Background: an optimization exercise with open tools, aiming at small area, a short achievable clock period and few clock cycles per item. Do not read the settings as production practice.
Power is estimated from default activity; no workload was simulated.

==> inputs of nickel <==
==> flow/design.v <==
module non_restoring_div #(parameter N = 16) (
    input  logic clk, rst_n, start,
    input  logic [N-1:0] dividend, divisor,
    output logic [N-1:0] quotient, remainder,
    output logic ready
);
    localparam W = $clog2(N);
    function automatic logic [3:0] lead16(input logic [15:0] x);
        logic [3:0] v;
        logic [1:0] e [4];
        for (int k = 0; k < 4; k++) begin
            v[k] = |x[4*k +: 4];
            e[k] = x[4*k+3] ? 2'd3 : x[4*k+2] ? 2'd2 : x[4*k+1] ? 2'd1 : 2'd0;
        end
        lead16[3] = v[3] | v[2];
        lead16[2] = v[3] | (!v[2] & v[1]);
        lead16[1:0] = v[3] ? e[3] : v[2] ? e[2] : v[1] ? e[1] : e[0];
    endfunction
    function automatic logic [N:0] sub(input logic [N-1:0] x, y, input int M);
        logic [N-1:0] g, p;
        g = ~x & y;
        p = ~(x ^ y);
        for (int l = 0; (2 << l) <= M; l++)
            for (int i = 0; i < M; i++)
                if ((i + 1) % (2 << l) == 0) begin
                    g[i] = g[i] | (p[i] & g[i - (1 << l)]);
                    p[i] = p[i] & p[i - (1 << l)];
                end
        for (int l = $clog2(M) - 2; l >= 0; l--)
            for (int i = 0; i < M; i++)
                if ((i + 1) % (2 << l) == (1 << l) && i >= (2 << l)) begin
                    g[i] = g[i] | (p[i] & g[i - (1 << l)]);
                    p[i] = p[i] & p[i - (1 << l)];
                end
        sub = '0;
        sub[M] = g[M-1];
        sub[N-1:0] = x ^ y ^ {g[N-2:0], 1'b0};
    endfunction
    logic [N-1:0] r, d, q;
    logic [W-1:0] cnt;
    logic         busy, align;
    logic [N:0]   s;
    logic         below, accept, last;
    logic [W-1:0] amt;
    logic [N-1:0] rot;
    logic [N:0]   diff;
    assign s      = sub({{(N-W){1'b0}}, lead16(dividend)},
                        {{(N-W){1'b0}}, lead16(divisor)}, W);
    assign below  = s[W];
    assign accept = start && !busy && divisor != '0;
    logic step;
    assign step   = !align || cnt == '0;
    assign last   = align ? cnt == '0 : cnt == '1;
    assign amt    = cnt;
    logic [N-1:0] rot1, rot2, rot4;
    assign rot1 = amt[0] ? {d[N-2:0],    1'b0}  : d;
    assign rot2 = amt[1] ? {rot1[N-3:0], 2'b0}  : rot1;
    assign rot4 = amt[2] ? {rot2[N-5:0], 4'b0}  : rot2;
    assign rot  = amt[3] ? {rot4[N-9:0], 8'b0}  : rot4;
    assign diff   = sub(r, d, N);
    function automatic logic ge16(input logic [15:0] x, y);
        logic [15:0] gt, eq;
        gt = x & ~y;
        eq = ~(x ^ y);
        for (int l = 0; l < 4; l++)
            for (int i = 0; i < 16 >> (l + 1); i++) begin
                gt[i] = gt[2*i+1] | (eq[2*i+1] & gt[2*i]);
                eq[i] = eq[2*i+1] & eq[2*i];
            end
        ge16 = gt[0] | eq[0];
    endfunction
    logic ge;
    assign ge     = ge16(r, d);
    always_ff @(posedge clk or negedge rst_n) begin
        if (!rst_n) begin
            busy  <= 1'b0;
            ready <= 1'b0;
        end else if (accept) begin
            busy  <= !below;
            ready <= below;
        end else begin
            busy  <= busy && !last;
            ready <= busy && last;
        end
    end
    always_ff @(posedge clk) begin
        align <= !busy;
        if (!busy) begin
            r   <= dividend;
            d   <= divisor;
            q   <= '0;
            cnt <= s[W-1:0];
        end else begin
            if (step && ge) r <= diff[N-1:0];
            d   <= align ? rot : d >> 1;
            q   <= {q[N-2:0], step && ge};
            cnt <= cnt - 1'b1;
        end
    end
    assign quotient  = q;
    assign remainder = r;
endmodule
==> flow/flow/run.sh <==
#!/bin/bash
set -euo pipefail
export BUFFER_PORTS_ARGS="-buffer_cell sky130_fd_sc_hd__buf_1"
bash standard.sh ADDER_MAP_FILE= finish > flow.log 2>&1
==> flow/standard.sh <==
#!/bin/bash
# synth_recipe.tcl (not shown) runs the flow's synth.tcl, then flattens the netlist and writes it again
# the make line also repeats each setting of config.mk as NAME=value (left out here)
make -C /OpenROAD-flow-scripts/flow DESIGN_CONFIG=/design/flow/config.mk WORK_HOME=/design/flow/orfs CLKGATE_MAP_FILE= SYNTH_SCRIPT=/design/flow/synth_recipe.tcl "${@:-finish}"
==> flow/config.mk <==
export PLATFORM = sky130hd
export DESIGN_NAME = non_restoring_div
export DESIGN_NICKNAME = non_restoring_div
export VERILOG_FILES = /design/flow/design.v
export SDC_FILE = /design/flow/constraint.sdc
export NUM_CORES = 4
export LEC_CHECK = 0
export ABC_AREA = 1
export CAP_MARGIN = 20
export CORE_MARGIN = 2
export CORE_UTILIZATION = 50
export PLACE_DENSITY = 0.85
export SETUP_SLACK_MARGIN = 2.6
export SLEW_MARGIN = 20
==> flow/constraint.sdc <==
create_clock -name core_clock -period 5.0 [get_ports {clk}]
set_input_delay 1.0000 -clock core_clock [delete_from_list [all_inputs] [get_ports {clk}]]
set_output_delay 1.0000 -clock core_clock [all_outputs]
set_load 0.01 [all_outputs]
==> inputs of yarrow, as changes to nickel <==
==> flow/design.v, changed modules only <==
module non_restoring_div #(parameter N = 16) (
    input  logic clk, rst_n, start,
    input  logic [N-1:0] dividend, divisor,
    output logic [N-1:0] quotient, remainder,
    output logic ready
);
    localparam W = $clog2(N);
    function automatic logic [3:0] lead16(input logic [15:0] x);
        logic [3:0] v;
        logic [1:0] e [4];
        for (int k = 0; k < 4; k++) begin
            v[k] = |x[4*k +: 4];
            e[k] = x[4*k+3] ? 2'd3 : x[4*k+2] ? 2'd2 : x[4*k+1] ? 2'd1 : 2'd0;
        end
        lead16[3] = v[3] | v[2];
        lead16[2] = v[3] | (!v[2] & v[1]);
        lead16[1:0] = v[3] ? e[3] : v[2] ? e[2] : v[1] ? e[1] : e[0];
    endfunction
    function automatic logic [N:0] sub(input logic [N-1:0] x, y, input int M);
        logic [N-1:0] g, p;
        g = ~x & y;
        p = ~(x ^ y);
        for (int l = 0; (2 << l) <= M; l++)
            for (int i = 0; i < M; i++)
                if ((i + 1) % (2 << l) == 0) begin
                    g[i] = g[i] | (p[i] & g[i - (1 << l)]);
                    p[i] = p[i] & p[i - (1 << l)];
                end
        for (int l = $clog2(M) - 2; l >= 0; l--)
            for (int i = 0; i < M; i++)
                if ((i + 1) % (2 << l) == (1 << l) && i >= (2 << l)) begin
                    g[i] = g[i] | (p[i] & g[i - (1 << l)]);
                    p[i] = p[i] & p[i - (1 << l)];
                end
        sub = '0;
        sub[M] = g[M-1];
        sub[N-1:0] = x ^ y ^ {g[N-2:0], 1'b0};
    endfunction
    logic [N-1:0] r, d, q;
    logic [W-1:0] cnt, pd;
    logic         busy, align;
    logic [N:0]   s;
    logic [N-1:0] sma;
    logic         below, accept, last;
    logic [W-1:0] amt;
    logic [N-1:0] rot;
    logic [N:0]   diff;
    always_comb begin
        sma[N-1] = dividend[N-1];
        for (int i = N - 2; i >= 0; i--) sma[i] = sma[i+1] | dividend[i];
    end
    assign below  = |(divisor & ~sma);
    assign accept = start && !busy && divisor != '0;
    assign s      = sub({{(N-W){1'b0}}, cnt}, {{(N-W){1'b0}}, pd}, W);
    assign last   = !align && cnt == '0;
    assign amt    = align ? s[W-1:0] : '1;
    logic [N-1:0] rot1, rot2, rot4;
    assign rot1 = amt[0] ? {d[N-2:0],    d[N-1]}      : d;
    assign rot2 = amt[1] ? {rot1[N-3:0], rot1[N-1-:2]} : rot1;
    assign rot4 = amt[2] ? {rot2[N-5:0], rot2[N-1-:4]} : rot2;
    assign rot  = amt[3] ? {rot4[N-9:0], rot4[N-1-:8]} : rot4;
    assign diff   = sub(r, d, N);
    always_ff @(posedge clk or negedge rst_n) begin
        if (!rst_n) begin
            busy  <= 1'b0;
            ready <= 1'b0;
        end else if (accept) begin
            busy  <= !below;
            ready <= below;
        end else begin
            busy  <= busy && !last;
            ready <= busy && last;
        end
    end
    always_ff @(posedge clk) begin
        align <= !busy;
        if (!busy) begin
            r   <= dividend;
            d   <= divisor;
            q   <= '0;
            cnt <= lead16(dividend);
            pd  <= lead16(divisor);
        end else begin
            if (!align && !diff[N]) r <= diff[N-1:0];
            d   <= rot;
            q   <= {q[N-2:0], !align && !diff[N]};
            cnt <= align ? s[W-1:0] : cnt - 1'b1;
        end
    end
    assign quotient  = q;
    assign remainder = r;
endmodule
==> flow/flow/run.sh (replaced) <==
#!/bin/bash
set -euo pipefail
export BUFFER_PORTS_ARGS="-buffer_cell sky130_fd_sc_hd__buf_2"
bash standard.sh > flow.log 2>&1
ABC_AREA = unset   (was 1)
ABC_CLOCK_PERIOD_IN_PS = 2500   (was unset)
CORE_UTILIZATION = 40   (was 50)
PLACE_DENSITY = unset   (was 0.85)
SETUP_SLACK_MARGIN = 2.5   (was 2.6)
==> summary of the runs <==
- yarrow finished with timing, DRC and antenna clean. nickel went through all stages and came out clean.
- Against nickel, the first-iteration DRC count of yarrow is lower by about 15%.
- In nickel the utilization is higher than in yarrow, by 3.8 points.
- Of yarrow and nickel, yarrow has the higher synthesized area (gap 16%, measured against nickel).
- In yarrow the clock power is larger than in nickel, by about 80%.
- Of nickel and yarrow, nickel has the higher sequential share of layout area (gap 6.0 points).
- In nickel the via count is smaller than in yarrow, by 5.6%.
- Between nickel and yarrow, the lower combinational power is in nickel (gap 48%, measured against yarrow).
No functional check of the RTL was part of any run of this note.

==> static timing again, ports no longer ideal <==
How much do the figures lean on ideal ports? The routed layouts below were timed once more, with nothing changed but the port constraints. Step 1 assumes that a clkbuf_16 drives the clock port and a buf_2 every other input. Step 2 adds t to the input delays and takes it off the output delays; t is the mean of the earliest and latest rising clock arrival at the registers after step 1. Input paths then give back, and output paths get back, about the clock's delay inside the block. Three values: ideal ports, drivers, drivers and shift; two values: the first two.
run	t, ns	setup slack, ns	hold slack, ns	worst register clock-pin slew, ns	worst data-port slew with drivers (ns)
nickel	0.340	2.740 / 2.744 / 2.404	0.443 / 0.443 / 0.443	0.11 / 0.11	0.05
yarrow	0.396	2.236 / 2.236 / 2.236	0.401 / 0.387 / 0.463	0.07 / 0.07	0.03
After both steps setup and hold are still met in every run listed. The setup slack of nickel, which loses most, moves by +0.004 ns with the drivers and by -0.336 ns with both steps.
